Source: an optimization exercise on an open RTL-to-GDS flow (aim: small area, a short achievable clock period and few clock cycles). Production flows keep margins and buffers that such runs may drop. Function was checked by simulation only, so behaviour that the tests miss may differ from the original. Power figures rest on the tool's default switching activity, not on a simulated workload.

==> flow/design.v <==
`timescale 1ns / 1ps
module process(
	input clk,
	input rst,
	input [23:0] in_pix,
	output reg [5:0] row, col,
	output reg out_we,
	output reg [23:0] out_pix,
	output reg mirror_done,
	output reg gray_done,
	output reg filter_done);
localparam PM = 2'd0, PG = 2'd1, PF = 2'd2;
reg [1:0]  phase, nphase;
reg [1:0]  sub, nsub;
reg [12:0] cnt, ncnt;
wire [6:0]  s = cnt[12:6];
wire [5:0]  i = cnt[5:0];
wire [12:0] cinc = cnt + 13'd1;
wire        last11 = (cnt[10:0] == 11'd2047);
wire        dirA  = cnt[6] ^ cnt[12];
wire [5:0]  a_row = cnt[11:6] ^ {6{cnt[12]}};
wire [5:0]  a_col = cnt[5:0] ^ {6{dirA}};
wire [13:0] wpx   = {1'b0, cnt} - 14'd66;
wire [5:0]  w_row = wpx[11:6];
wire [5:0]  w_col = wpx[5:0] ^ {6{~wpx[6]}};
wire        w_ok  = (wpx[13:12] == 2'b00);
reg [5:0] nrow, ncol;
reg nwe, nmd, ngd, nfd;
reg f_i0, f_s0, f_ra;
reg nf_i0, nf_s0, nf_ra;
reg f_byp, nf_byp;
always @(*) begin
	nphase = phase; nsub = sub; ncnt = cnt;
	nrow = a_row; ncol = a_col;
	nwe = 1'b0; nmd = 1'b0; ngd = 1'b0; nfd = 1'b0;
	nf_i0 = f_i0; nf_s0 = f_s0; nf_ra = f_ra; nf_byp = 1'b0;
	case (phase)
	PM: begin
		nrow = {sub == 2'd0, cnt[10:6] ^ {5{sub == 2'd0}}};
		ncol = cnt[5:0];
		nwe = (sub != 2'd2);
		nsub = (sub == 2'd2) ? 2'd0 : sub + 2'd1;
		if (sub == 2'd1) begin nmd = last11; ncnt = cinc; end
		if (sub == 2'd2 && cnt[11]) begin nphase = PG; ncnt = 13'd0; end
	end
	PG: begin
		nrow = cnt[10:5];
		ncol = {cnt[4:0], ~sub[0]};
		nwe = sub[0] ^ sub[1];
		nsub = sub + 2'd1;
		if (sub == 2'd2) begin ngd = last11; ncnt = cinc; end
		if (sub == 2'd3 && cnt[11]) begin
			nphase = PF; ncnt = 13'd0;
			nf_i0 = 1'b1; nf_s0 = 1'b1; nf_ra = 1'b1;
		end
	end
	default: begin
		case (sub)
		2'd0: begin
			nsub = 2'd1; ncnt = cinc; nf_byp = f_i0;
			nrow = w_row; ncol = w_col; nwe = w_ok;
			nfd = (cnt == 13'd4161);
		end
		2'd1: begin
			if (cnt == 13'd4162) begin
				nphase = PM; nsub = 2'd0; ncnt = 13'd0; nrow = 6'd0; ncol = 6'd0;
			end else if (i == 6'd2 && s != 7'd0 && !(cnt[12] && cnt[11:6] != 6'd0)) begin
				nsub = 2'd2; ncol = {6{dirA}};
			end else begin
				nsub = 2'd0;
				nwe = ~cnt[12] | (cnt == 13'd4096);
				nf_i0 = (i == 6'd0); nf_s0 = (cnt <= 13'd64); nf_ra = ~cnt[12];
			end
		end
		default: begin
			nsub = 2'd0;
			nwe = ~cnt[12];
			nf_i0 = 1'b0; nf_s0 = 1'b0; nf_ra = ~cnt[12];
		end
		endcase
	end
	endcase
end
always @(posedge clk) begin
	if (rst) begin
		phase <= PM; sub <= 2'd0; cnt <= 13'd0;
		f_i0 <= 1'b1; f_s0 <= 1'b1; f_ra <= 1'b1; f_byp <= 1'b0;
		row <= 6'd0; col <= 6'd0; out_we <= 1'b0;
		mirror_done <= 1'b0; gray_done <= 1'b0; filter_done <= 1'b0;
	end else begin
		phase <= nphase; sub <= nsub; cnt <= ncnt;
		f_i0 <= nf_i0; f_s0 <= nf_s0; f_ra <= nf_ra; f_byp <= nf_byp;
		row <= nrow; col <= ncol; out_we <= nwe;
		mirror_done <= nmd; gray_done <= ngd; filter_done <= nfd;
	end
end
reg [23:0] P;
reg [7:0]  G0, G1;
reg [8:0]  E;
reg signed [12:0] K;
reg [9:0]  J;
reg mxr, mxg, mxb, mnr, mng, mnb;
wire [7:0] pr = P[23:16], pg = P[15:8], pb = P[7:0];
wire [7:0] pmax = ({8{mxr}} & pr) | ({8{mxg}} & pg) | ({8{mxb}} & pb);
wire [7:0] pmin = ({8{mnr}} & pr) | ({8{mng}} & pg) | ({8{mnb}} & pb);
wire [8:0] gsum = {1'b0, pmax} + {1'b0, pmin};
function gt8(input [7:0] x, input [7:0] y);
	reg [7:0] gg, ee;
	reg [3:0] g1, e1;
	reg [1:0] g2, e2;
	integer k;
	begin
		gg = x & ~y;
		ee = ~(x ^ y);
		for (k = 0; k < 4; k = k + 1) begin
			g1[k] = gg[2*k+1] | (ee[2*k+1] & gg[2*k]);
			e1[k] = ee[2*k+1] & ee[2*k];
		end
		for (k = 0; k < 2; k = k + 1) begin
			g2[k] = g1[2*k+1] | (e1[2*k+1] & g1[2*k]);
			e2[k] = e1[2*k+1] & e1[2*k];
		end
		gt8 = g2[1] | (e2[1] & g2[0]);
	end
endfunction
wire irg = gt8(in_pix[23:16], in_pix[15:8]);
wire irb = gt8(in_pix[23:16], in_pix[7:0]);
wire igb = gt8(in_pix[15:8], in_pix[7:0]);
wire signed [12:0] pT = P[22:10];
wire [9:0] pH = P[9:0];
wire first = f_i0;
wire [9:0] Jn = pT[12] ? 10'd0 : (|pT[11:10]) ? 10'h3ff : pT[9:0];
wire [10:0] Dn = {1'b0, J} - {1'b0, out_pix[9:0]};
wire [7:0] Dcl = Dn[10] ? 8'd0 : (|Dn[9:8]) ? 8'd255 : Dn[7:0];
wire [9:0] Hs = {1'b0, E} + {2'b0, G0};
wire signed [12:0] Ts = K - $signed({5'b0, G0});
wire [9:0] Hn = first ? {1'b0, E} : Hs;
wire signed [12:0] Tn = first ? K : Ts;
wire fA = (phase == PF) && (sub == 2'd0);
always @(posedge clk) begin
	P <= f_byp ? {1'b0, Tn, Hn} : in_pix;
	mxr <= irg & irb;
	mxg <= ~(irg & irb) & igb;
	mxb <= ~(irg & irb) & ~igb;
	mnb <= irb & igb;
	mng <= ~(irb & igb) & irg;
	mnr <= ~(irb & igb) & ~irg;
	E <= {1'b0, G0} + {1'b0, G1};
	K <= fA ? K - $signed({3'b0, f_s0 ? 10'd0 : pH})
	        : $signed({2'b0, G0, 3'b000}) + $signed({5'b0, G0}) - $signed({5'b0, G1});
end
always @(posedge clk) begin
	case (phase)
	PM: out_pix <= in_pix;
	PG: out_pix <= {8'd0, gsum[8:1], 8'd0};
	default: begin
		case (sub)
		2'd0: begin
			out_pix <= {8'd0, Dcl, 8'd0};
			J <= Jn;
			G1 <= first ? 8'd0 : G0;
			G0 <= f_ra ? in_pix[15:8] : 8'd0;
		end
		2'd1: out_pix <= {1'b0, Tn, Hn};
		default: ;
		endcase
	end
	endcase
end
endmodule
==> flow/flow/run.sh <==
#!/bin/bash
# The standard layout (the standard.sh, standard synthesis unchanged),
# except that the port buffers are sky130_fd_sc_hd__buf_2 cells.
# make's full output goes to make.log in the work folder; ORFS keeps each
# step's own log under orfs/logs.
set -euo pipefail
bash standard.sh "BUFFER_PORTS_ARGS=-buffer_cell sky130_fd_sc_hd__buf_2" finish > make.log 2>&1
==> flow/standard.sh <==
#!/bin/bash
# synth_recipe.tcl (not shown) runs the flow's synth.tcl, then flattens the netlist and writes it again
# the make line also repeats each setting of config.mk as NAME=value (left out here)
make -C /OpenROAD-flow-scripts/flow DESIGN_CONFIG=/design/flow/config.mk WORK_HOME=/design/flow/orfs CLKGATE_MAP_FILE= SYNTH_SCRIPT=/design/flow/synth_recipe.tcl "${@:-finish}"
==> flow/config.mk <==
export PLATFORM = sky130hd
export DESIGN_NAME = process
export DESIGN_NICKNAME = process
export VERILOG_FILES = /design/flow/design.v
export SDC_FILE = /design/flow/constraint.sdc
export NUM_CORES = 4
export LEC_CHECK = 0
export ABC_AREA = 1
export CAP_MARGIN = 20
export CORE_MARGIN = 2
export CORE_UTILIZATION = 45
export PLACE_DENSITY = 0.6
export SETUP_SLACK_MARGIN = 4.6
export SLEW_MARGIN = 20
==> flow/constraint.sdc <==
create_clock -name core_clock -period 7.0 [get_ports {clk}]
set_input_delay 1.4000 -clock core_clock [delete_from_list [all_inputs] [get_ports {clk}]]
set_output_delay 1.4000 -clock core_clock [all_outputs]
set_load 0.01 [all_outputs]
==> run notes, run 1 <==
# TYPE chip_impl_metric gauge
chip_impl_info{name="outcome",value="complete, no violations"} 1
chip_impl_metric{name="finish.instance_area",unit="um^2"} 12100
chip_impl_metric{name="achievable-frequency",unit="GHz"} 0.408
chip_impl_metric{name="wl",unit="um"} 33300
chip_impl_info{name="timing.critical_path.slowest_stage_cell",value="sky130_fd_sc_hd__edfxtp_1"} 1
chip_impl_metric{name="area.growth.synth_to_final",unit="%"} 14.7
chip_impl_metric{name="critical_path_peak_fanout",unit=""} 2
chip_impl_metric{name="top_level_ports",unit=""} 66
chip_impl_metric{name="diodes",unit=""} 0
chip_impl_metric{name="h-tree-depth",unit=""} 4
chip_impl_info{name="worstReg2RegStart",value="G0[0]"} 1
chip_impl_metric{name="cts_max_path_buffers",unit=""} 2
chip_impl_metric{name="placement_stage_worst_setup_slack",unit="ns"} 4.23
chip_impl_metric{name="dr_total_vias",unit=""} 10000
chip_impl_metric{name="async_reset_ff_frac",unit=""} 0
chip_impl_metric{name="timing.final.crit_period",unit="ns"} 2.45
chip_impl_info{name="crit_path_start_kind",value="register"} 1
chip_impl_metric{name="cpPeakStageDelay",unit="ns"} 0.45
chip_impl_metric{name="worst-endpoint-arrival",unit="ns"} 1.05
chip_impl_metric{name="timing.final.ws_setup",unit="ns"} 4.55
chip_impl_metric{name="ys_seq_elements",unit=""} 139
chip_impl_metric{name="timing_worst_slew_pin_value",unit="ns"} 0.885
chip_impl_metric{name="initial_core_util",unit=""} 0.462
chip_impl_metric{name="grt_first_pass_wirelength",unit="um"} 50900
chip_impl_metric{name="routabilityCongestion",unit=""} 0.976
chip_impl_info{name="rsz0062_at_grt",value="yes"} 1
chip_impl_metric{name="grt_start_max_net_pins",unit=""} 34
chip_impl_metric{name="grt_overflow_total",unit=""} 0
chip_impl_metric{name="finalMaxSlewViolations",unit=""} 0
chip_impl_metric{name="die-height",unit="um"} 157
chip_impl_metric{name="ant_nets",unit=""} 0
chip_impl_metric{name="antenna_found_initial",unit=""} 0
chip_impl_metric{name="post-route-util",unit=""} 0.530
chip_impl_metric{name="finalPower",unit="mW"} 2.13
chip_impl_metric{name="core_area",unit="um^2"} 22800
chip_impl_info{name="tritoncts",value="yes"} 1
chip_impl_metric{name="grtUsageTotal",unit=""} 0.273
chip_impl_metric{name="synthesis.area",unit="um^2"} 10500
chip_impl_metric{name="first_global_vias",unit=""} 9163
chip_impl_metric{name="floorplan.rows",unit=""} 55
chip_impl_metric{name="final_nets",unit=""} 1693
chip_impl_info{name="critical-path-top-delay-family",value="flip-flops"} 1
chip_impl_metric{name="max-vdd-ir-drop",unit="mV"} 0.143
chip_impl_metric{name="totalNegativeSetupSlack",unit="ns"} 0
chip_impl_metric{name="path_clk_slew",unit="ns"} 0.06
chip_impl_info{name="timing.hold.worst.class",value="reg2reg"} 1
chip_impl_metric{name="synthCells",unit=""} 1478
chip_impl_metric{name="number_of_buffers_and_inverters_on_the_critical_path",unit=""} 1
chip_impl_metric{name="setup-violations-final",unit=""} 0
chip_impl_info{name="ctsRootBufferMaster",value="sky130_fd_sc_hd__clkbuf_16"} 1
chip_impl_metric{name="dpl.cell_count",unit=""} 1823
chip_impl_metric{name="yosysUniqueCellTypes",unit=""} 54
chip_impl_metric{name="r2r.worst_path.cells",unit=""} 8
chip_impl_metric{name="worstHoldPathCells",unit=""} 2
chip_impl_metric{name="numCtsBuffers",unit=""} 17
chip_impl_metric{name="numClockSinks",unit=""} 139
chip_impl_metric{name="drt-pass1-iter-count",unit=""} 6
chip_impl_metric{name="ys_warn_count",unit=""} 1
chip_impl_metric{name="die_w",unit="um"} 157
chip_impl_info{name="end_kind",value="output port"} 1
chip_impl_info{name="holdPathEnd",value="f_s0"} 1
chip_impl_metric{name="timing.max_slew.rel_slack",unit=""} 0.409
chip_impl_metric{name="leakage",unit="nW"} 5.86
chip_impl_metric{name="mappedNetlistNets",unit=""} 1617
chip_impl_metric{name="hold_violations",unit=""} 0
chip_impl_metric{name="port_buffer_count",unit=""} 65
chip_impl_metric{name="synth-edff-count",unit=""} 50
chip_impl_metric{name="placement.cell_area",unit="um^2"} 11100
chip_impl_metric{name="via_density",unit=""} 5.33
chip_impl_info{name="worstHoldStart",value="f_s0"} 1
chip_impl_metric{name="maximum_clock_skew_at_final_layout",unit="ns"} 0.00928
chip_impl_info{name="synth-main-ff-cell",value="sky130_fd_sc_hd__dfxtp_1"} 1
chip_impl_metric{name="synth_area_per_cell",unit="um^2"} 7.12
chip_impl_info{name="setup.worst_path.class",value="reg2out"} 1
chip_impl_metric{name="timing.max_cap.violations",unit=""} 0
chip_impl_metric{name="post-route-period-util",unit=""} 0.350
chip_impl_metric{name="finish.cell_count_without_fillers",unit=""} 1879
chip_impl_info{name="crit-reg2reg-capture",value="out_pix[14]"} 1
chip_impl_metric{name="worstSkewPairLatency",unit="ns"} 0.43
chip_impl_metric{name="holdBufCountCts",unit=""} 0
chip_impl_metric{name="pwr_density_cell",unit="nW/um^2"} 176
chip_impl_metric{name="drive_above_1_share",unit=""} 0.142
chip_impl_metric{name="dieArea",unit="um^2"} 24600
chip_impl_metric{name="detailed_place_hpwl",unit="um"} 25800
chip_impl_info{name="critical_path_cell_sequence",value="buf_2"} 1
chip_impl_metric{name="required",unit="ns"} 5.60
chip_impl_metric{name="remaining_drc_errors",unit=""} 0
chip_impl_metric{name="detail_route.wl_per_cell",unit="um"} 17.7
chip_impl_metric{name="timing.reg2reg.setup_slack",unit="ns"} 4.63
chip_impl_metric{name="synth-seq-area-share",unit=""} 0.312
chip_impl_metric{name="fin_hold_ws",unit="ns"} 0.559
chip_impl_metric{name="detail_route.iter0.violations",unit=""} 988
cell type report:
| class | count | area, um^2 |
|---|---|---|
| repair inverters | 1 | 5.00 |
| inverters | 203 | 771 |
| clock buffers | 18 | 450 |
| flip-flops and latches | 139 | 3290 |
| well taps | 313 | 392 |
| repair buffers | 94 | 556 |
| multi-input cells | 1098 | 6470 |
| fillers | 2239 | 10700 |
| clock inverters | 13 | 133 |
worst register-to-register path, cell delays in order, from the launching register on:
cell and delay [ns]:
sky130_fd_sc_hd__edfxtp_1 0.52, sky130_fd_sc_hd__ha_1 0.29, sky130_fd_sc_hd__fa_2 0.39, sky130_fd_sc_hd__nand3b_1 0.17, sky130_fd_sc_hd__nand2_1 0.12, sky130_fd_sc_hd__xnor2_1 0.13
sky130_fd_sc_hd__o21ai_1 0.15, sky130_fd_sc_hd__a21oi_2 0.25, sky130_fd_sc_hd__nand3_1 0.10
Yosys cell counts (all sizes together) (4+ instances only):
library cell / n / area share
edfxtp: 50 / 0.14
o21bai: 7 / 0.0050
nor2: 109 / 0.046
or2: 9 / 0.0054
fa: 12 / 0.023
buf: 17 / 0.010
o21a: 5 / 0.0036
o211ai: 4 / 0.0029
ha: 101 / 0.12
nand3: 134 / 0.065
xnor2: 10 / 0.0083
a21o: 5 / 0.0036
inv: 199 / 0.071
clkinv: 4 / 0.0014
o21ai: 85 / 0.042
nand3b: 12 / 0.0086
dfxtp: 89 / 0.17
o22ai: 13 / 0.0077
nor3: 13 / 0.0067
nand4: 20 / 0.012
a21oi: 101 / 0.049
clkbuf: 21 / 0.0075
nand2: 409 / 0.15
xor2: 30 / 0.025
cell usage in the layout, fill, tap and decap left out, types with 4 or more instances in the layout:
master and n:
sky130_fd_sc_hd__o21ai_0 67, sky130_fd_sc_hd__ha_4 4, sky130_fd_sc_hd__nand3b_1 12, sky130_fd_sc_hd__o21ai_1 13, sky130_fd_sc_hd__nand3_1 128, sky130_fd_sc_hd__buf_2 63, sky130_fd_sc_hd__a21o_1 5, sky130_fd_sc_hd__o22ai_1 13
sky130_fd_sc_hd__nand2_2 13, sky130_fd_sc_hd__ha_1 91, sky130_fd_sc_hd__xor2_1 30, sky130_fd_sc_hd__o21bai_1 6, sky130_fd_sc_hd__nor2_1 96, sky130_fd_sc_hd__fa_1 10, sky130_fd_sc_hd__o21a_1 5, sky130_fd_sc_hd__ha_2 6
sky130_fd_sc_hd__a21oi_2 5, sky130_fd_sc_hd__dfxtp_1 87, sky130_fd_sc_hd__inv_6 4, sky130_fd_sc_hd__nor2_4 6, sky130_fd_sc_hd__nand2_1 392, sky130_fd_sc_hd__inv_2 16, sky130_fd_sc_hd__nand3_2 6, sky130_fd_sc_hd__xnor2_1 10
sky130_fd_sc_hd__or2_2 7, sky130_fd_sc_hd__o211ai_1 4, sky130_fd_sc_hd__clkinv_1 4, sky130_fd_sc_hd__edfxtp_1 50, sky130_fd_sc_hd__clkbuf_16 18, sky130_fd_sc_hd__nor2_2 6, sky130_fd_sc_hd__inv_1 180, sky130_fd_sc_hd__o21ai_2 4
sky130_fd_sc_hd__a21oi_1 93, sky130_fd_sc_hd__nand4_1 20, sky130_fd_sc_hd__nor3_1 11, sky130_fd_sc_hd__buf_4 29
repair_timing:
item | 4_1_cts | 5_1_grt
resized for setup | 28 | 37
endpoints found under the setup margin | 48 | 48
buffers inserted | 11 | 13
gates cloned | 1 | 0
pin swaps | 5 | 14
power breakdown:
part / total [mW] / internal, mW / switching (mW)
sequential: 0.895 / 0.862 / 0.0328
combinational: 0.319 / 0.117 / 0.202
clock: 0.912 / 0.519 / 0.393
layer usage:
| layer | vias to the layer above | part of all wire | global-route usage |
|---|---|---|---|
| li1 | 5007 | - | - |
| met1 | 4580 | 0.46 | 0.377 |
| met2 | 359 | 0.45 | 0.438 |
| met3 | 71 | 0.061 | 0.0415 |
| met4 | 0 | 0.032 | 0.0887 |
| met5 | - | 0 | 0 |
flip-flops by register name, summed over array words and instances, names as in the netlist, 2 cells and up:
signal	cells
row	6
G1	8
out_pix	24
J	10
E	9
phase	2
G0	8
col	6
K	13
sub	2
cnt	13
P	24
worst max path at each step:
stage                     depth (start not counted)  startpoint    endpoint
final                                             1  out_pix[1]  out_pix[1]
after floorplan                                  10   in_pix[1]         mnr
after CTS                                         1  out_pix[1]  out_pix[1]
after global placement                           11      sub[1]     cnt[12]
after detailed placement                         10      sub[1]      cnt[7]
after global routing                              9       G0[4]  out_pix[5]
logic make-up after synthesis:
| group | Yosys count | share of synthesized area |
|---|---|---|
| buffers and inverters | 241 | 0.0902 |
| AOI/OAI and AO/OA | 235 | 0.125 |
| DFF | 139 | 0.312 |
| xor gates and xnor gates | 40 | 0.0333 |
| and+or+nand+nor | 710 | 0.297 |
| adders and majority gates | 113 | 0.143 |
Testbench counts, summed over its fixed seeds: cycles 363,584.
==> inputs of run 2 (changes only) <==
--- a/flow/config.mk
+++ b/flow/config.mk
@@ -10,5 +10,5 @@
 export CORE_MARGIN = 2
 export CORE_UTILIZATION = 45
 export PLACE_DENSITY = 0.6
-export SETUP_SLACK_MARGIN = 4.6
+export SETUP_SLACK_MARGIN = 4.7
 export SLEW_MARGIN = 20
==> run 2 against run 1 <==
Still clean; clock skew about the same; sequential cell count unchanged; first-iteration DRC count down 25%; maximum frequency up 0.84%; final area up 3.8%; non-clock buffer count up 21; worst setup slack better by 0.021 ns; critical path type unchanged; largest power group unchanged.
==> run notes, run 2 <==
# TYPE chip_impl_metric gauge
chip_impl_metric{name="grt_start_max_net_pins",unit=""} 34
chip_impl_metric{name="hold_violations",unit=""} 0
chip_impl_metric{name="timing_worst_slew_pin_value",unit="ns"} 0.695
chip_impl_metric{name="totalNegativeSetupSlack",unit="ns"} 0
chip_impl_metric{name="timing.reg2reg.setup_slack",unit="ns"} 4.71
chip_impl_metric{name="required",unit="ns"} 5.60
chip_impl_info{name="yosysMostFrequentCell",value="sky130_fd_sc_hd__nand2_1"} 1
chip_impl_metric{name="worstHoldPathCells",unit=""} 2
chip_impl_metric{name="synthesis.area",unit="um^2"} 10500
chip_impl_metric{name="dieArea",unit="um^2"} 24600
chip_impl_metric{name="r2r.worst_path.cells",unit=""} 11
chip_impl_info{name="timing.critical_path.slowest_stage_cell",value="sky130_fd_sc_hd__edfxtp_1"} 1
chip_impl_metric{name="max-vdd-ir-drop",unit="mV"} 0.127
chip_impl_metric{name="fillers",unit=""} 2261
chip_impl_metric{name="achievable-frequency",unit="GHz"} 0.411
chip_impl_metric{name="first_global_vias",unit=""} 9449
chip_impl_info{name="leading_registers_by_flop_count",value="P (24), out_pix (24)"} 1
chip_impl_info{name="critical-path-top-delay-family",value="flip-flops"} 1
chip_impl_metric{name="port_buffer_count",unit=""} 65
chip_impl_metric{name="mappedNetlistNets",unit=""} 1617
chip_impl_metric{name="timing.max_slew.rel_slack",unit=""} 0.535
chip_impl_info{name="outcome",value="complete, no violations"} 1
chip_impl_metric{name="detailed_place_hpwl",unit="um"} 25100
chip_impl_metric{name="die-height",unit="um"} 157
chip_impl_metric{name="ys_warn_count",unit=""} 1
chip_impl_info{name="synth-main-ff-cell",value="sky130_fd_sc_hd__dfxtp_1"} 1
chip_impl_metric{name="worstSkewPairLatency",unit="ns"} 0.43
chip_impl_metric{name="async_reset_ff_frac",unit=""} 0
chip_impl_metric{name="initial_core_util",unit=""} 0.462
chip_impl_metric{name="cpPeakStageDelay",unit="ns"} 0.43
chip_impl_metric{name="detail_route.iter0.violations",unit=""} 737
chip_impl_info{name="dominant_combinational_cell_family_by_area_after_synthesis",value="simple AND/OR/NAND/NOR gates"} 1
chip_impl_metric{name="parity_gate_share_of_the_synthesized_area_counting_xor_and_xnor_cells",unit=""} 0.0333
chip_impl_metric{name="antenna_found_initial",unit=""} 1
chip_impl_metric{name="pwr_density_cell",unit="nW/um^2"} 171
chip_impl_metric{name="path_clk_slew",unit="ns"} 0.07
chip_impl_info{name="setup.worst_path.class",value="reg2out"} 1
chip_impl_metric{name="grt_first_pass_wirelength",unit="um"} 50800
chip_impl_metric{name="grtUsageMet3",unit=""} 0.0346
chip_impl_metric{name="h-tree-depth",unit=""} 4
chip_impl_metric{name="via_density",unit=""} 5.30
chip_impl_metric{name="core_area",unit="um^2"} 22800
chip_impl_metric{name="ys_seq_elements",unit=""} 139
chip_impl_metric{name="routabilityCongestion",unit=""} 0.976
chip_impl_metric{name="numClockSinks",unit=""} 139
chip_impl_metric{name="timing.max_cap.violations",unit=""} 0
chip_impl_info{name="worstReg2RegStart",value="G0[0]"} 1
chip_impl_info{name="final_common_cell",value="sky130_fd_sc_hd__nand2_1"} 1
chip_impl_metric{name="synthCells",unit=""} 1478
chip_impl_metric{name="leakage",unit="nW"} 5.99
chip_impl_metric{name="maximum_clock_skew_at_final_layout",unit="ns"} 0.00941
chip_impl_metric{name="detail_route.wl_per_cell",unit="um"} 17.4
chip_impl_metric{name="synth-seq-area-share",unit=""} 0.312
chip_impl_info{name="top_usage_layer",value="met2"} 1
chip_impl_metric{name="grt_overflow_total",unit=""} 0
chip_impl_info{name="netlist_top_cells_count",value="sky130_fd_sc_hd__nand2_1 (399), sky130_fd_sc_hd__inv_1 (189), sky130_fd_sc_hd__nand3_1 (131)"} 1
chip_impl_metric{name="synth_largest_type_area_fraction",unit=""} 0.169
chip_impl_metric{name="dr_total_vias",unit=""} 10100
chip_impl_metric{name="top_level_ports",unit=""} 66
chip_impl_info{name="critical_path_cell_sequence",value="buf_2"} 1
chip_impl_metric{name="finalMaxSlewViolations",unit=""} 0
chip_impl_metric{name="post-route-period-util",unit=""} 0.347
chip_impl_metric{name="drive_above_1_share",unit=""} 0.179
chip_impl_info{name="crit_path_start_kind",value="register"} 1
chip_impl_metric{name="synth_simple_gate_area_share",unit=""} 0.297
chip_impl_metric{name="multi_input_comb_area",unit="um^2"} 6700
chip_impl_info{name="tritoncts",value="yes"} 1
chip_impl_metric{name="number_of_buffers_and_inverters_on_the_critical_path",unit=""} 1
chip_impl_info{name="ctsRootBufferMaster",value="sky130_fd_sc_hd__clkbuf_16"} 1
chip_impl_metric{name="area.growth.synth_to_final",unit="%"} 19.1
chip_impl_metric{name="wl",unit="um"} 33100
chip_impl_metric{name="cts_max_path_buffers",unit=""} 2
chip_impl_metric{name="remaining_drc_errors",unit=""} 0
chip_impl_metric{name="die_w",unit="um"} 157
chip_impl_info{name="rsz0062_at_grt",value="yes"} 1
chip_impl_info{name="final_cell_mix",value="sky130_fd_sc_hd__nand2_1 (390), sky130_fd_sc_hd__inv_1 (174), sky130_fd_sc_hd__nand3_1 (124), sky130_fd_sc_hd__nor2_1 (93), sky130_fd_sc_hd__a21oi_1 (90)"} 1
chip_impl_info{name="synth.area.top_cells",value="sky130_fd_sc_hd__dfxtp_1 (17%), sky130_fd_sc_hd__edfxtp_1 (14%), sky130_fd_sc_hd__nand2_1 (14%), sky130_fd_sc_hd__ha_1 (12%), sky130_fd_sc_hd__inv_1 (6.7%)"} 1
chip_impl_metric{name="worst-endpoint-arrival",unit="ns"} 1.03
chip_impl_info{name="worst_setup_sp",value="out_pix[5]"} 1
chip_impl_metric{name="ff_latch_area",unit="um^2"} 3300
chip_impl_info{name="timing.hold.worst.class",value="reg2reg"} 1
chip_impl_metric{name="final_nets",unit=""} 1714
chip_impl_metric{name="grtUsageMet1",unit=""} 0.372
chip_impl_info{name="holdPathEnd",value="f_s0"} 1
chip_impl_metric{name="fin_hold_ws",unit="ns"} 0.542
chip_impl_metric{name="floorplan.rows",unit=""} 55
chip_impl_metric{name="synth_compound_area_frac",unit=""} 0.125
chip_impl_metric{name="setup-violations-final",unit=""} 0
chip_impl_info{name="end_kind",value="output port"} 1
chip_impl_metric{name="drt-pass1-iter-count",unit=""} 6
chip_impl_metric{name="yosysUniqueCellTypes",unit=""} 54
chip_impl_metric{name="grtUsageTotal",unit=""} 0.272
chip_impl_metric{name="timing.final.crit_period",unit="ns"} 2.43
chip_impl_metric{name="synth_area_per_cell",unit="um^2"} 7.12
chip_impl_metric{name="numCtsBuffers",unit=""} 17
chip_impl_metric{name="synth_mux_area_frac",unit=""} 0
chip_impl_info{name="worstHoldStart",value="f_s0"} 1
chip_impl_metric{name="ant_nets",unit=""} 0
chip_impl_info{name="synth_top_cell_by_area",value="sky130_fd_sc_hd__dfxtp_1"} 1
chip_impl_metric{name="synth_fa_ha_area_frac",unit=""} 0.143
chip_impl_metric{name="synth-edff-count",unit=""} 50
chip_impl_metric{name="critical_path_peak_fanout",unit=""} 2
chip_impl_info{name="crit-reg2reg-capture",value="K[8]"} 1
chip_impl_metric{name="gr-usage-met2",unit=""} 0.440
[run 2: cell counts after synthesis]
Identical to the previous run, type by type.
[run 2: worst max-delay path by stage]
stage | endpoint | cells past startpoint
floorplan | K[9] | 10
global placement | cnt[12] | 11
detailed placement | cnt[12] | 11
CTS | out_pix[5] | 1
global route | out_pix[5] | 1
finish | out_pix[5] | 1
[run 2: area by class of cell]
class / instances / area share
Multi-Input combinational cell: 1098 / 0.535
Antenna cell: 1 / 0.000200
Clock inverter: 14 / 0.0122
Tap cell: 313 / 0.0313
Clock buffer: 18 / 0.0343
Timing Repair inverter: 1 / 0.000400
Timing Repair Buffer: 115 / 0.0593
Sequential cell: 139 / 0.263
Inverter: 203 / 0.0636
[run 2: power breakdown]
group          leakage (nW)  internal [mW]  switching (mW)
registers              1.21          0.863          0.0317
clock network         0.278          0.506           0.413
logic                  4.50          0.126           0.206
[run 2: per-layer routing]
layer,routed length [um],vias up
met2,15400,306
met5,0,-
met3,2000,46
met4,758,0
li1,-,5060
met1,15000,4670
[run 2: per-stage QoR]
stage | power (mW) | util | worst slack (ns) | area, um^2 | instances
6_report | 2.15 | 0.550 | 4.57 | 12500 | 1902
5_1_grt | 2.23 | 0.550 | 4.54 | 12500 | 1902
4_1_cts | 2.14 | 0.529 | 4.56 | 12100 | 1877
3_5_place_dp | 1.22 | 0.490 | 4.25 | 11200 | 1824
3_3_place_gp | 1.22 | 0.490 | 4.28 | 11200 | 1824
2_1_floorplan | 1.12 | - | 4.70 | 10600 | 1478
[run 2: cell families (layout without fill, tap and decap cells)]
family | count (synthesis) | in the layout
other cells | 0 | 1
buf+inv | 241 | 351
flops | 139 | 139
simple gates | 710 | 710
xor+xnor | 40 | 40
compound gates | 235 | 235
fa+ha+maj | 113 | 113
[run 2: what timing repair did]
action                                  4_1_cts  5_1_grt
resized for setup                            50       71
hold buffers                                  0        0
setup buffers                                20       24
pin swaps                                    12       22
endpoints found under the setup margin      109       69
gates cloned                                  1        0
==> inputs of run 3 (changes only) <==
--- a/flow/config.mk
+++ b/flow/config.mk
@@ -8,7 +8,7 @@
 export ABC_AREA = 1
 export CAP_MARGIN = 20
 export CORE_MARGIN = 2
-export CORE_UTILIZATION = 45
+export CORE_UTILIZATION = 35
 export PLACE_DENSITY = 0.6
-export SETUP_SLACK_MARGIN = 4.7
+export SETUP_SLACK_MARGIN = 4.5
 export SLEW_MARGIN = 20
==> run 3 against run 2 <==
Combinational power fell by 5%; area after synthesis is the same; power is 4.5% higher; final cell count up 2.3%; maximum frequency decreased by 0.68%; critical path type unchanged; largest cell class unchanged.
==> run notes, run 3 <==
# TYPE chip_impl_metric gauge
chip_impl_metric{name="routabilityCongestion",unit=""} 0.923
chip_impl_metric{name="number_of_buffers_and_inverters_on_the_critical_path",unit=""} 1
chip_impl_metric{name="synthCells",unit=""} 1478
chip_impl_metric{name="area.growth.synth_to_final",unit="%"} 14.9
chip_impl_info{name="netlist_top_cells_count",value="sky130_fd_sc_hd__nand2_1 (399), sky130_fd_sc_hd__inv_1 (189), sky130_fd_sc_hd__nand3_1 (131)"} 1
chip_impl_metric{name="drt-pass1-iter-count",unit=""} 6
chip_impl_metric{name="maximum_clock_skew_at_final_layout",unit="ns"} 0.00905
chip_impl_metric{name="die-height",unit="um"} 177
chip_impl_metric{name="grt_start_max_net_pins",unit=""} 33
chip_impl_info{name="ctsRootBufferMaster",value="sky130_fd_sc_hd__clkbuf_16"} 1
chip_impl_metric{name="post-route-period-util",unit=""} 0.350
chip_impl_info{name="timing.critical_path.slowest_stage_cell",value="sky130_fd_sc_hd__edfxtp_1"} 1
chip_impl_metric{name="timing.max_slew.rel_slack",unit=""} 0.452
chip_impl_metric{name="diodes",unit=""} 0
chip_impl_metric{name="via_density",unit=""} 5.14
chip_impl_metric{name="ant_nets",unit=""} 0
chip_impl_metric{name="cpPeakStageDelay",unit="ns"} 0.44
chip_impl_metric{name="numClockSinks",unit=""} 139
chip_impl_info{name="final_cell_mix",value="sky130_fd_sc_hd__nand2_1 (397), sky130_fd_sc_hd__inv_1 (180), sky130_fd_sc_hd__nand3_1 (128), sky130_fd_sc_hd__nor2_1 (97), sky130_fd_sc_hd__a21oi_1 (96)"} 1
chip_impl_metric{name="dr_total_vias",unit=""} 10000
chip_impl_metric{name="worstHoldPathCells",unit=""} 2
chip_impl_info{name="top_layer",value="met4"} 1
chip_impl_metric{name="remaining_drc_errors",unit=""} 0
chip_impl_metric{name="detailed_place_hpwl",unit="um"} 25800
chip_impl_metric{name="dieArea",unit="um^2"} 31400
chip_impl_metric{name="ys_warn_count",unit=""} 1
chip_impl_metric{name="timing.final.crit_period",unit="ns"} 2.45
chip_impl_metric{name="finalPower",unit="mW"} 2.24
chip_impl_metric{name="worstSkewPairLatency",unit="ns"} 0.44
chip_impl_metric{name="critical_path_peak_fanout",unit=""} 2
chip_impl_metric{name="numCtsBuffers",unit=""} 17
chip_impl_info{name="end_kind",value="output port"} 1
chip_impl_metric{name="required",unit="ns"} 5.60
chip_impl_metric{name="achievable-frequency",unit="GHz"} 0.409
chip_impl_metric{name="antenna_found_initial",unit=""} 0
chip_impl_info{name="outcome",value="complete, no violations"} 1
chip_impl_metric{name="timing_worst_slew_pin_value",unit="ns"} 0.821
chip_impl_metric{name="detail_route.wl_per_cell",unit="um"} 16.9
chip_impl_metric{name="synthesis.area",unit="um^2"} 10500
chip_impl_info{name="crit-reg2reg-capture",value="K[9]"} 1
chip_impl_metric{name="cts_max_path_buffers",unit=""} 2
chip_impl_info{name="yosysMostFrequentCell",value="sky130_fd_sc_hd__nand2_1"} 1
chip_impl_metric{name="met3_wirelength",unit="um"} 1520
chip_impl_metric{name="holdBufCountCts",unit=""} 0
chip_impl_info{name="holdPathEnd",value="f_s0"} 1
chip_impl_info{name="synth.area.top_cells",value="sky130_fd_sc_hd__dfxtp_1 (17%), sky130_fd_sc_hd__edfxtp_1 (14%), sky130_fd_sc_hd__nand2_1 (14%), sky130_fd_sc_hd__ha_1 (12%), sky130_fd_sc_hd__inv_1 (6.7%)"} 1
chip_impl_metric{name="timing.max_cap.violations",unit=""} 0
chip_impl_metric{name="placement_stage_worst_setup_slack",unit="ns"} 4.27
chip_impl_info{name="worstReg2RegStart",value="G0[1]"} 1
chip_impl_metric{name="die_w",unit="um"} 177
chip_impl_metric{name="yosysUniqueCellTypes",unit=""} 54
chip_impl_metric{name="mappedNetlistNets",unit=""} 1617
chip_impl_info{name="timing.hold.worst.class",value="reg2reg"} 1
chip_impl_metric{name="timing.final.ws_setup",unit="ns"} 4.55
chip_impl_metric{name="synth_largest_type_area_fraction",unit=""} 0.169
chip_impl_metric{name="grt_first_pass_wirelength",unit="um"} 51000
chip_impl_metric{name="h-tree-depth",unit=""} 4
chip_impl_metric{name="post-route-util",unit=""} 0.408
chip_impl_metric{name="leakage",unit="nW"} 5.83
chip_impl_info{name="tritoncts",value="yes"} 1
chip_impl_info{name="setup.worst_path.class",value="reg2out"} 1
chip_impl_metric{name="synth-edff-count",unit=""} 50
chip_impl_metric{name="async_reset_ff_frac",unit=""} 0
chip_impl_metric{name="top_level_ports",unit=""} 66
chip_impl_metric{name="detail_route.iter0.violations",unit=""} 851
chip_impl_metric{name="initial_core_util",unit=""} 0.355
chip_impl_metric{name="core_area",unit="um^2"} 29600
chip_impl_info{name="critical_path_cell_sequence",value="buf_2"} 1
chip_impl_metric{name="ys_seq_elements",unit=""} 139
chip_impl_metric{name="met2_wirelength",unit="um"} 14900
chip_impl_info{name="worstHoldStart",value="f_s0"} 1
chip_impl_metric{name="totalNegativeSetupSlack",unit="ns"} 0
chip_impl_metric{name="worst-endpoint-arrival",unit="ns"} 1.05
chip_impl_info{name="rsz0062_at_grt",value="yes"} 1
chip_impl_metric{name="fin_hold_ws",unit="ns"} 0.587
chip_impl_metric{name="first_global_vias",unit=""} 9373
chip_impl_metric{name="finalMaxSlewViolations",unit=""} 0
chip_impl_metric{name="timing.reg2reg.setup_slack",unit="ns"} 4.63
chip_impl_metric{name="floorplan.rows",unit=""} 63
chip_impl_metric{name="pwr_density_cell",unit="nW/um^2"} 185
chip_impl_metric{name="synth-seq-area-share",unit=""} 0.312
chip_impl_info{name="synth-main-ff-cell",value="sky130_fd_sc_hd__dfxtp_1"} 1
chip_impl_metric{name="synth_area_per_cell",unit="um^2"} 7.12
chip_impl_metric{name="path_clk_slew",unit="ns"} 0.06
chip_impl_info{name="critical-path-top-delay-family",value="flip-flops"} 1
chip_impl_metric{name="port_buffer_count",unit=""} 65
chip_impl_metric{name="r2r.worst_path.cells",unit=""} 10
chip_impl_metric{name="grtUsageTotal",unit=""} 0.212
chip_impl_info{name="crit_path_start_kind",value="register"} 1
chip_impl_metric{name="setup-violations-final",unit=""} 0
chip_impl_info{name="final_common_cell",value="sky130_fd_sc_hd__nand2_1"} 1
chip_impl_metric{name="final_nets",unit=""} 1682
chip_impl_metric{name="drive_above_1_share",unit=""} 0.126
chip_impl_metric{name="hold_violations",unit=""} 0
chip_impl_metric{name="grt_overflow_total",unit=""} 0
chip_impl_info{name="leading_registers_by_flop_count",value="P (24), out_pix (24)"} 1
chip_impl_info{name="synth_top_cell_by_area",value="sky130_fd_sc_hd__dfxtp_1"} 1
chip_impl_metric{name="m1WireLength",unit="um"} 15300
chip_impl_metric{name="wl",unit="um"} 32800
chip_impl_metric{name="max-vdd-ir-drop",unit="mV"} 0.185
run 3: worst max path at each step:
| stage | start | cells after the start | slack, ns | endpoint |
|---|---|---|---|---|
| 2_1_floorplan | in_pix[1] | 10 | 4.61 | mnr |
| 5_1_grt | G0[1] | 11 | 4.47 | K[10] |
| 3_3_place_gp | in_pix[9] | 11 | 4.29 | mxb |
| 6_report | out_pix[0] | 1 | 4.55 | out_pix[0] |
| 3_5_place_dp | in_pix[9] | 11 | 4.27 | mxb |
| 4_1_cts | out_pix[1] | 1 | 4.51 | out_pix[1] |
run 3: layer usage:
layer / GRT usage / up-vias
li1: - / 4995
met1: 0.288 / 4645
met2: 0.337 / 310
met3: 0.0293 / 57
met4: 0.0881 / 0
met5: 0 / -
run 3: kinds of logic after synthesis:
family	synth area share
fa+ha+maj	0.143
buf+inv	0.0902
xor+xnor	0.0333
flops	0.312
simple gates	0.297
compound gates	0.125
run 3: layout make-up:
cell class	count	area [um^2]
clock buffers	17	425
flip-flops and latches	139	3280
well taps	390	488
fillers	3165	17600
repair buffers	83	464
repair inverters	1	5.00
inverters	203	769
multi-input cells	1098	6410
clock inverters	15	239
run 3: timing repair:
action / CTS / global route
setup endpoints to repair: 36 / 28
gates resized for setup: 7 / 35
pin swaps: 0 / 4
cloned: 0 / 1
buffers inserted: 4 / 8
run 3: power by group:
group	switching, mW	internal, mW
Sequential	0.0329	0.862
Clock	0.389	0.640
Combinational	0.201	0.117
run 3: metrics by stage:
step	cells	instance area (um^2)
after floorplan	1478	10500
after global placement	1901	11200
after detailed placement	1901	11200
after CTS	1937	11900
after global routing	1946	12100
final	1946	12100
==> inputs of run 4 (changes only) <==
--- a/flow/config.mk
+++ b/flow/config.mk
@@ -8,7 +8,7 @@
 export ABC_AREA = 1
 export CAP_MARGIN = 20
 export CORE_MARGIN = 2
-export CORE_UTILIZATION = 35
-export PLACE_DENSITY = 0.6
+export CORE_UTILIZATION = 45
+export PLACE_DENSITY = 0.7
 export SETUP_SLACK_MARGIN = 4.5
 export SLEW_MARGIN = 20
==> run 4 against run 3 <==
Routed wire length down 5.4%; sequential share of layout area up 0.42 points; final area down 1.5%; count of clock-buffer cells in the layout up 1; die area down 22%; core utilization up 11 points; area after synthesis unchanged; synthesized cell count unchanged; maximum frequency down 2.6%; clock skew down 0.0026 ns; first-iteration DRC count down 0.24%; worst hold slack worse by 0.028 ns; highest routed layer unchanged.
==> run notes, run 4 <==
# TYPE chip_impl_metric gauge
chip_impl_info{name="outcome",value="complete, no violations"} 1
chip_impl_metric{name="ant_nets",unit=""} 0
chip_impl_metric{name="number_of_buffers_and_inverters_on_the_critical_path",unit=""} 1
chip_impl_metric{name="finish.cell_count_without_fillers",unit=""} 1867
chip_impl_metric{name="via_density",unit=""} 5.41
chip_impl_info{name="critical-path-top-delay-family",value="adder cells"} 1
chip_impl_metric{name="m1WireLength",unit="um"} 13900
chip_impl_metric{name="numClockSinks",unit=""} 139
chip_impl_metric{name="ys_seq_elements",unit=""} 139
chip_impl_metric{name="placement_stage_worst_setup_slack",unit="ns"} 3.84
chip_impl_metric{name="worst-endpoint-arrival",unit="ns"} 2.67
chip_impl_metric{name="port_buffer_count",unit=""} 65
chip_impl_metric{name="dieArea",unit="um^2"} 24600
chip_impl_metric{name="achievable-frequency",unit="GHz"} 0.398
chip_impl_metric{name="grt_start_max_net_pins",unit=""} 33
chip_impl_metric{name="holdBufCountCts",unit=""} 0
chip_impl_metric{name="diodes",unit=""} 0
chip_impl_metric{name="timing.max_slew.rel_slack",unit=""} 0.414
chip_impl_metric{name="pwr_density_cell",unit="nW/um^2"} 182
chip_impl_metric{name="timing_worst_slew_pin_value",unit="ns"} 0.878
chip_impl_metric{name="maximum_clock_skew_at_final_layout",unit="ns"} 0.00645
chip_impl_metric{name="path_clk_slew",unit="ns"} 0.06
chip_impl_metric{name="hold_violations",unit=""} 0
chip_impl_metric{name="grtUsageTotal",unit=""} 0.255
chip_impl_metric{name="max-vdd-ir-drop",unit="mV"} 0.146
chip_impl_metric{name="post-route-period-util",unit=""} 0.359
chip_impl_metric{name="initial_core_util",unit=""} 0.462
chip_impl_metric{name="finalPower",unit="mW"} 2.17
chip_impl_metric{name="critical_path_peak_fanout",unit=""} 4
chip_impl_info{name="yosysMostFrequentCell",value="sky130_fd_sc_hd__nand2_1"} 1
chip_impl_metric{name="synth_area_per_cell",unit="um^2"} 7.12
chip_impl_metric{name="setup-violations-final",unit=""} 0
chip_impl_info{name="crit_path_start_kind",value="register"} 1
chip_impl_metric{name="wl",unit="um"} 31000
chip_impl_info{name="rsz0062_at_grt",value="yes"} 1
chip_impl_info{name="top_layer",value="met4"} 1
chip_impl_metric{name="timing.final.ws_setup",unit="ns"} 4.49
chip_impl_metric{name="floorplan.rows",unit=""} 55
chip_impl_metric{name="h-tree-depth",unit=""} 4
chip_impl_info{name="synth.area.top_cells",value="sky130_fd_sc_hd__dfxtp_1 (17%), sky130_fd_sc_hd__edfxtp_1 (14%), sky130_fd_sc_hd__nand2_1 (14%), sky130_fd_sc_hd__ha_1 (12%), sky130_fd_sc_hd__inv_1 (6.7%)"} 1
chip_impl_info{name="final_common_cell",value="sky130_fd_sc_hd__nand2_1"} 1
chip_impl_metric{name="mappedNetlistNets",unit=""} 1617
chip_impl_metric{name="met3_wirelength",unit="um"} 2240
chip_impl_metric{name="synth-seq-area-share",unit=""} 0.312
chip_impl_metric{name="dr_total_vias",unit=""} 10100
chip_impl_metric{name="cpPeakStageDelay",unit="ns"} 0.46
chip_impl_metric{name="drive_above_1_share",unit=""} 0.124
chip_impl_metric{name="met2_wirelength",unit="um"} 13900
chip_impl_metric{name="grt_first_pass_wirelength",unit="um"} 48600
chip_impl_info{name="end_kind",value="register"} 1
chip_impl_info{name="ctsRootBufferMaster",value="sky130_fd_sc_hd__clkbuf_16"} 1
chip_impl_metric{name="detail_route.iter0.violations",unit=""} 849
chip_impl_metric{name="remaining_drc_errors",unit=""} 0
chip_impl_metric{name="numCtsBuffers",unit=""} 17
chip_impl_info{name="tritoncts",value="yes"} 1
chip_impl_metric{name="leakage",unit="nW"} 5.78
chip_impl_metric{name="timing.final.crit_period",unit="ns"} 2.51
chip_impl_metric{name="multi_input_comb_area",unit="um^2"} 6380
chip_impl_metric{name="synthesis.area",unit="um^2"} 10500
chip_impl_metric{name="antenna_found_initial",unit=""} 0
chip_impl_metric{name="detail_route.wl_per_cell",unit="um"} 16.6
chip_impl_info{name="leading_registers_by_flop_count",value="P (24), out_pix (24)"} 1
chip_impl_metric{name="die-height",unit="um"} 157
chip_impl_metric{name="grt_overflow_total",unit=""} 0
chip_impl_metric{name="cts_max_path_buffers",unit=""} 2
chip_impl_info{name="timing.critical_path.slowest_stage_cell",value="sky130_fd_sc_hd__edfxtp_1"} 1
chip_impl_metric{name="core_area",unit="um^2"} 22800
chip_impl_metric{name="async_reset_ff_frac",unit=""} 0
chip_impl_metric{name="detailed_place_hpwl",unit="um"} 24000
chip_impl_info{name="netlist_top_cells_count",value="sky130_fd_sc_hd__nand2_1 (399), sky130_fd_sc_hd__inv_1 (189), sky130_fd_sc_hd__nand3_1 (131)"} 1
chip_impl_metric{name="routabilityCongestion",unit=""} 0.951
chip_impl_metric{name="required",unit="ns"} 7.16
chip_impl_info{name="synth-main-ff-cell",value="sky130_fd_sc_hd__dfxtp_1"} 1
chip_impl_metric{name="first_global_vias",unit=""} 9264
chip_impl_metric{name="finalMaxSlewViolations",unit=""} 0
chip_impl_metric{name="die_w",unit="um"} 157
chip_impl_metric{name="dpl.cell_count",unit=""} 1823
chip_impl_info{name="critical_path_cell_sequence",value="buf_4 -> ha_1 -> fa_2 -> nand3b_1 -> nand2_1 -> xnor2_1 -> o21ai_1 -> a21oi_1 -> nand3_1"} 1
chip_impl_metric{name="worstSkewPairLatency",unit="ns"} 0.42
chip_impl_metric{name="fillers",unit=""} 2174
chip_impl_info{name="final_cell_mix",value="sky130_fd_sc_hd__nand2_1 (396), sky130_fd_sc_hd__inv_1 (180), sky130_fd_sc_hd__nand3_1 (131), sky130_fd_sc_hd__a21oi_1 (96), sky130_fd_sc_hd__nor2_1 (96)"} 1
chip_impl_metric{name="yosysUniqueCellTypes",unit=""} 54
chip_impl_metric{name="ff_latch_area",unit="um^2"} 3280
chip_impl_metric{name="area.growth.synth_to_final",unit="%"} 13.2
chip_impl_info{name="setup.worst_path.class",value="reg2reg"} 1
chip_impl_metric{name="final_nets",unit=""} 1680
chip_impl_metric{name="synthCells",unit=""} 1478
chip_impl_metric{name="top_level_ports",unit=""} 66
chip_impl_metric{name="totalNegativeSetupSlack",unit="ns"} 0
chip_impl_info{name="timing.hold.worst.class",value="reg2reg"} 1
chip_impl_metric{name="synth_largest_type_area_fraction",unit=""} 0.169
chip_impl_metric{name="drt-pass1-iter-count",unit=""} 8
chip_impl_metric{name="synth-edff-count",unit=""} 50
chip_impl_metric{name="ys_warn_count",unit=""} 1
chip_impl_metric{name="timing.max_cap.violations",unit=""} 0
chip_impl_info{name="synth_top_cell_by_area",value="sky130_fd_sc_hd__dfxtp_1"} 1
## run 4: cell counts after synthesis
Identical to the previous run, type by type.
## run 4: kinds of logic (layout without fill, tap and decap cells)
| group | after synthesis | after routing | share of synthesized area |
|---|---|---|---|
| and+or+nand+nor | 710 | 710 | 0.297 |
| adders and majority gates | 113 | 113 | 0.143 |
| DFF | 139 | 139 | 0.312 |
| AOI/OAI and AO/OA | 235 | 235 | 0.125 |
| xor gates and xnor gates | 40 | 40 | 0.0333 |
| buffers and inverters | 241 | 317 | 0.0902 |
## run 4: power breakdown
part / switching (mW) / total [mW] / internal [mW]
registers: 0.0328 / 0.895 / 0.862
clock network: 0.366 / 0.963 / 0.597
logic: 0.196 / 0.309 / 0.113
## run 4: worst paths after layout
path | startpoint | to | slack [ns] | cells past startpoint
max | G0[0] | out_pix[14] | 4.49 | 9
min | E[8] | P[9] | 0.56 | 2
max reg2reg | G0[0] | out_pix[14] | 4.49 | 9
min reg2reg | E[8] | P[9] | 0.56 | 2
## run 4: metal layers
metal	track usage	up-vias
met4	0.100	0
met2	0.403	422
met1	0.350	4612
li1	-	4992
met5	0	-
met3	0.0371	68
## run 4: layout make-up
cell class | instances | share of cell area
Inverter | 203 | 0.0646
Clock buffer | 18 | 0.0361
Multi-Input combinational cell | 1098 | 0.536
Clock inverter | 14 | 0.0165
Timing Repair Buffer | 81 | 0.0374
Sequential cell | 139 | 0.276
Tap cell | 313 | 0.0329
Timing Repair inverter | 1 | 0.000420
## run 4: worst reg2reg max path: stages (launching register included)
cell and delay [ns]:
sky130_fd_sc_hd__edfxtp_1 0.46, sky130_fd_sc_hd__buf_4 0.17, sky130_fd_sc_hd__ha_1 0.22, sky130_fd_sc_hd__fa_2 0.40, sky130_fd_sc_hd__nand3b_1 0.17, sky130_fd_sc_hd__nand2_1 0.12, sky130_fd_sc_hd__xnor2_1 0.13, sky130_fd_sc_hd__o21ai_1 0.16
sky130_fd_sc_hd__a21oi_1 0.27, sky130_fd_sc_hd__nand3_1 0.14
## run 4: metrics by stage
step	cell area [um^2]	hold WS [ns]	utilization
3_3_place_gp	11100	0.518	0.487
4_1_cts	11800	0.554	0.518
2_1_floorplan	10500	0.480	-
6_report	11900	0.559	0.523
5_1_grt	11900	0.572	0.523
3_5_place_dp	11100	0.544	0.487
## run 4: what timing repair did
action,in CTS,in global routing
gates resized for setup,13,23
setup buffers,7,4
setup endpoints to repair,75,24
pin swaps,0,1
gates cloned,0,1
==> inputs of run 5 (changes only) <==
--- a/flow/config.mk
+++ b/flow/config.mk
@@ -9,6 +9,7 @@
 export CAP_MARGIN = 20
 export CORE_MARGIN = 2
 export CORE_UTILIZATION = 45
-export PLACE_DENSITY = 0.7
+export PLACE_DENSITY = 0.6
 export SETUP_SLACK_MARGIN = 4.5
 export SLEW_MARGIN = 20
+export TNS_END_PERCENT = 30
==> run 5 against run 4 <==
Register-to-register slack better by 0.13 ns; clock skew is 0.0045 ns higher; global-route usage is 1.5 points higher; largest cell class unchanged; critical path depth is 8 lower; first-iteration DRC count is 16% higher; maximum frequency is 0.60% higher; worst setup slack better by 0.015 ns; sequential share of layout area is 0.075 points higher; sequential power hardly changed.
==> run notes, run 5 <==
# TYPE chip_impl_metric gauge
chip_impl_info{name="outcome",value="complete, no violations"} 1
chip_impl_metric{name="port_buffer_count",unit=""} 65
chip_impl_metric{name="timing.final.ws_setup",unit="ns"} 4.50
chip_impl_info{name="holdPathEnd",value="f_s0"} 1
chip_impl_metric{name="critical_path_peak_fanout",unit=""} 3
chip_impl_metric{name="final_nets",unit=""} 1681
chip_impl_metric{name="path_clk_slew",unit="ns"} 0.06
chip_impl_info{name="critical_path_cell_sequence",value="buf_2"} 1
chip_impl_metric{name="synth_area_per_cell",unit="um^2"} 7.12
chip_impl_metric{name="synthCells",unit=""} 1478
chip_impl_info{name="crit-reg2reg-capture",value="out_pix[8]"} 1
chip_impl_metric{name="synth-edff-count",unit=""} 50
chip_impl_metric{name="grt_start_max_net_pins",unit=""} 34
chip_impl_info{name="ctsRootBufferMaster",value="sky130_fd_sc_hd__clkbuf_16"} 1
chip_impl_metric{name="dpl.cell_count",unit=""} 1823
chip_impl_metric{name="grtUsageTotal",unit=""} 0.270
chip_impl_metric{name="async_reset_ff_frac",unit=""} 0
chip_impl_metric{name="seq_power_share",unit=""} 0.421
chip_impl_metric{name="leakage",unit="nW"} 5.80
chip_impl_metric{name="timing.max_cap.violations",unit=""} 0
chip_impl_metric{name="multi_input_comb_area",unit="um^2"} 6390
chip_impl_info{name="synth-main-ff-cell",value="sky130_fd_sc_hd__dfxtp_1"} 1
chip_impl_metric{name="synthesis.area",unit="um^2"} 10500
chip_impl_metric{name="finish.cell_count_without_fillers",unit=""} 1867
chip_impl_metric{name="power_frac_clock",unit=""} 0.430
chip_impl_info{name="worstHoldStart",value="f_s0"} 1
chip_impl_metric{name="detailed_place_hpwl",unit="um"} 25800
chip_impl_info{name="yosysMostFrequentCell",value="sky130_fd_sc_hd__nand2_1"} 1
chip_impl_metric{name="ys_seq_elements",unit=""} 139
chip_impl_metric{name="r2r.worst_path.cells",unit=""} 10
chip_impl_metric{name="ys_warn_count",unit=""} 1
chip_impl_info{name="final_cell_mix",value="sky130_fd_sc_hd__nand2_1 (396), sky130_fd_sc_hd__inv_1 (180), sky130_fd_sc_hd__nand3_1 (131), sky130_fd_sc_hd__nor2_1 (96), sky130_fd_sc_hd__ha_1 (95)"} 1
chip_impl_info{name="final_common_cell",value="sky130_fd_sc_hd__nand2_1"} 1
chip_impl_metric{name="cpPeakStageDelay",unit="ns"} 0.48
chip_impl_metric{name="grt_overflow_total",unit=""} 0
chip_impl_info{name="synth_top_cell_by_area",value="sky130_fd_sc_hd__dfxtp_1"} 1
chip_impl_metric{name="via_density",unit=""} 5.35
chip_impl_info{name="worstReg2RegStart",value="G0[0]"} 1
chip_impl_metric{name="area.growth.synth_to_final",unit="%"} 12.9
chip_impl_metric{name="net-switching-power",unit="uW"} 629
chip_impl_metric{name="pwr_density_cell",unit="nW/um^2"} 179
chip_impl_metric{name="fillers",unit=""} 2247
chip_impl_metric{name="antenna_found_initial",unit=""} 0
chip_impl_metric{name="synth-seq-area-share",unit=""} 0.312
chip_impl_metric{name="top_level_ports",unit=""} 66
chip_impl_metric{name="dr_total_vias",unit=""} 9981
chip_impl_metric{name="drt-pass1-iter-count",unit=""} 5
chip_impl_metric{name="timing_worst_slew_pin_value",unit="ns"} 0.866
chip_impl_metric{name="cts_max_path_buffers",unit=""} 2
chip_impl_metric{name="placement_stage_worst_setup_slack",unit="ns"} 4.23
chip_impl_metric{name="detail_route.wl_per_cell",unit="um"} 17.6
chip_impl_metric{name="routabilityCongestion",unit=""} 0.976
chip_impl_metric{name="worstHoldPathCells",unit=""} 2
chip_impl_metric{name="floorplan.rows",unit=""} 55
chip_impl_metric{name="wl",unit="um"} 32900
chip_impl_metric{name="holdBufCountCts",unit=""} 0
chip_impl_info{name="rsz0062_at_grt",value="yes"} 1
chip_impl_metric{name="worstSkewPairLatency",unit="ns"} 0.43
chip_impl_metric{name="h-tree-depth",unit=""} 4
chip_impl_info{name="tritoncts",value="yes"} 1
chip_impl_metric{name="numCtsBuffers",unit=""} 17
chip_impl_metric{name="max-vdd-ir-drop",unit="mV"} 0.144
chip_impl_metric{name="detail_route.iter0.violations",unit=""} 983
chip_impl_metric{name="fin_hold_ws",unit="ns"} 0.566
chip_impl_info{name="worst_setup_sp",value="out_pix[1]"} 1
chip_impl_metric{name="hold_violations",unit=""} 0
chip_impl_metric{name="achievable-frequency",unit="GHz"} 0.400
chip_impl_metric{name="number_of_buffers_and_inverters_on_the_critical_path",unit=""} 1
chip_impl_metric{name="ff_latch_area",unit="um^2"} 3290
chip_impl_metric{name="yosysUniqueCellTypes",unit=""} 54
chip_impl_info{name="setup.worst_path.class",value="reg2out"} 1
chip_impl_metric{name="worst-endpoint-arrival",unit="ns"} 1.10
chip_impl_metric{name="internal_power",unit="mW"} 1.49
chip_impl_info{name="timing.hold.worst.class",value="reg2reg"} 1
chip_impl_metric{name="die-height",unit="um"} 157
chip_impl_info{name="synth.area.top_cells",value="sky130_fd_sc_hd__dfxtp_1 (17%), sky130_fd_sc_hd__edfxtp_1 (14%), sky130_fd_sc_hd__nand2_1 (14%), sky130_fd_sc_hd__ha_1 (12%), sky130_fd_sc_hd__inv_1 (6.7%)"} 1
chip_impl_metric{name="required",unit="ns"} 5.60
chip_impl_metric{name="drive_above_1_share",unit=""} 0.126
chip_impl_metric{name="timing.final.crit_period",unit="ns"} 2.50
chip_impl_metric{name="maximum_clock_skew_at_final_layout",unit="ns"} 0.0109
chip_impl_metric{name="mappedNetlistNets",unit=""} 1617
chip_impl_info{name="leading_registers_by_flop_count",value="P (24), out_pix (24)"} 1
chip_impl_info{name="end_kind",value="output port"} 1
chip_impl_metric{name="setup-violations-final",unit=""} 0
chip_impl_metric{name="totalNegativeSetupSlack",unit="ns"} 0
chip_impl_metric{name="dieArea",unit="um^2"} 24600
chip_impl_metric{name="ant_nets",unit=""} 0
chip_impl_info{name="timing.critical_path.slowest_stage_cell",value="sky130_fd_sc_hd__edfxtp_1"} 1
chip_impl_metric{name="diodes",unit=""} 0
chip_impl_metric{name="die_w",unit="um"} 157
chip_impl_metric{name="first_global_vias",unit=""} 9125
chip_impl_metric{name="p_sw_frac",unit=""} 0.296
chip_impl_metric{name="numClockSinks",unit=""} 139
chip_impl_info{name="crit_path_start_kind",value="register"} 1
chip_impl_metric{name="initial_core_util",unit=""} 0.462
chip_impl_metric{name="finalMaxSlewViolations",unit=""} 0
chip_impl_metric{name="finalPower",unit="mW"} 2.12
chip_impl_metric{name="timing.max_slew.rel_slack",unit=""} 0.422
chip_impl_metric{name="combPwrFrac",unit=""} 0.149
chip_impl_metric{name="core_area",unit="um^2"} 22800
chip_impl_metric{name="synth_largest_type_area_fraction",unit=""} 0.169
chip_impl_info{name="critical-path-top-delay-family",value="flip-flops"} 1
chip_impl_info{name="netlist_top_cells_count",value="sky130_fd_sc_hd__nand2_1 (399), sky130_fd_sc_hd__inv_1 (189), sky130_fd_sc_hd__nand3_1 (131)"} 1
chip_impl_metric{name="timing.reg2reg.setup_slack",unit="ns"} 4.62
chip_impl_metric{name="remaining_drc_errors",unit=""} 0
chip_impl_metric{name="grt_first_pass_wirelength",unit="um"} 50300
chip_impl_metric{name="post-route-period-util",unit=""} 0.357
run 5: area by class of cell:
type / instances / area share
timing repair inverter: 1 / 0.000421
tap: 313 / 0.0330
multi-input combinational: 1098 / 0.538
inverter: 203 / 0.0647
clock inverter: 13 / 0.0112
timing repair buffer: 82 / 0.0381
clock buffer: 18 / 0.0379
sequential: 139 / 0.277
run 5: cell families after synthesis:
| group | synth area share |
|---|---|
| AO/OA/AOI/OAI | 0.125 |
| XOR/XNOR | 0.0333 |
| adder cells (fa/ha/maj) | 0.143 |
| buffers and inverters | 0.0902 |
| flip-flops | 0.312 |
| AND/OR/NAND/NOR | 0.297 |
run 5: stage by stage:
step                      area (um^2)   util
after floorplan                 10500      -
after CTS                       11700  0.513
after detailed placement        11100  0.487
final                           11900  0.521
after global routing            11900  0.521
after global placement          11100  0.487
run 5: worst max path at each step:
stage	to	slack (ns)	depth (start not counted)
2_1_floorplan	mnr	4.61	10
3_3_place_gp	cnt[12]	4.28	11
3_5_place_dp	cnt[7]	4.23	10
4_1_cts	K[9]	4.39	11
5_1_grt	K[10]	4.46	11
6_report	out_pix[1]	4.50	1
run 5: power groups by stage:
stage | logic [mW] | registers, mW | clock network (mW)
after floorplan | 0.218 | 0.897 | 0
after global placement | 0.310 | 0.912 | 0
after detailed placement | 0.307 | 0.912 | 0
after CTS | 0.310 | 0.894 | 0.922
after global routing | 0.354 | 0.897 | 0.955
final | 0.316 | 0.895 | 0.913
run 5: repair_timing:
action                                  in CTS  in global routing
cloned                                       1                  0
endpoints found under the setup margin      33                 45
hold endpoints to repair                     0                  0
pin swaps                                    0                  4
resized for setup                            2                 39
setup buffers                                0                 12
run 5: layer usage:
metal	track usage	wire length, um	vias to the layer above
met2	0.431	14900	356
li1	-	-	4986
met5	0	0	-
met3	0.0426	2010	57
met4	0.0900	936	0
met1	0.371	15100	4582

## re-timing with driven ports
How much do the figures lean on ideal ports? The routed layouts below were timed once more, with nothing changed but the port constraints. Step 1, drivers: a clkbuf_16 drives clk and a buf_2 each remaining input, both assumed. Step 2, shift: input delay + t, output delay - t, t = (earliest + latest rising clock arrival at the registers) / 2. This alone moves slack from input paths to output paths. Slacks: ideal ports / drivers / drivers and shift; pairs: ideal ports / drivers.
run | t (ns) | slack for setup (ns) | slew at the worst register clock pin (ns) | worst slew at a driven data input, ns
run 1 | 0.472 | 4.549 / 4.501 / 4.255 | 0.07 / 0.07 | 0.06
run 2 | 0.474 | 4.569 / 4.520 / 4.306 | 0.07 / 0.07 | 0.07
run 3 | 0.483 | 4.553 / 4.502 / 4.233 | 0.07 / 0.07 | 0.03
run 4 | 0.469 | 4.488 / 4.488 / 4.239 | 0.06 / 0.06 | 0.06
run 5 | 0.474 | 4.503 / 4.455 / 4.215 | 0.07 / 0.07 | 0.06
After both steps setup and hold are still met in every run listed. The setup slack of run 3, which loses most, moves by -0.051 ns with the drivers and by -0.320 ns with both steps.
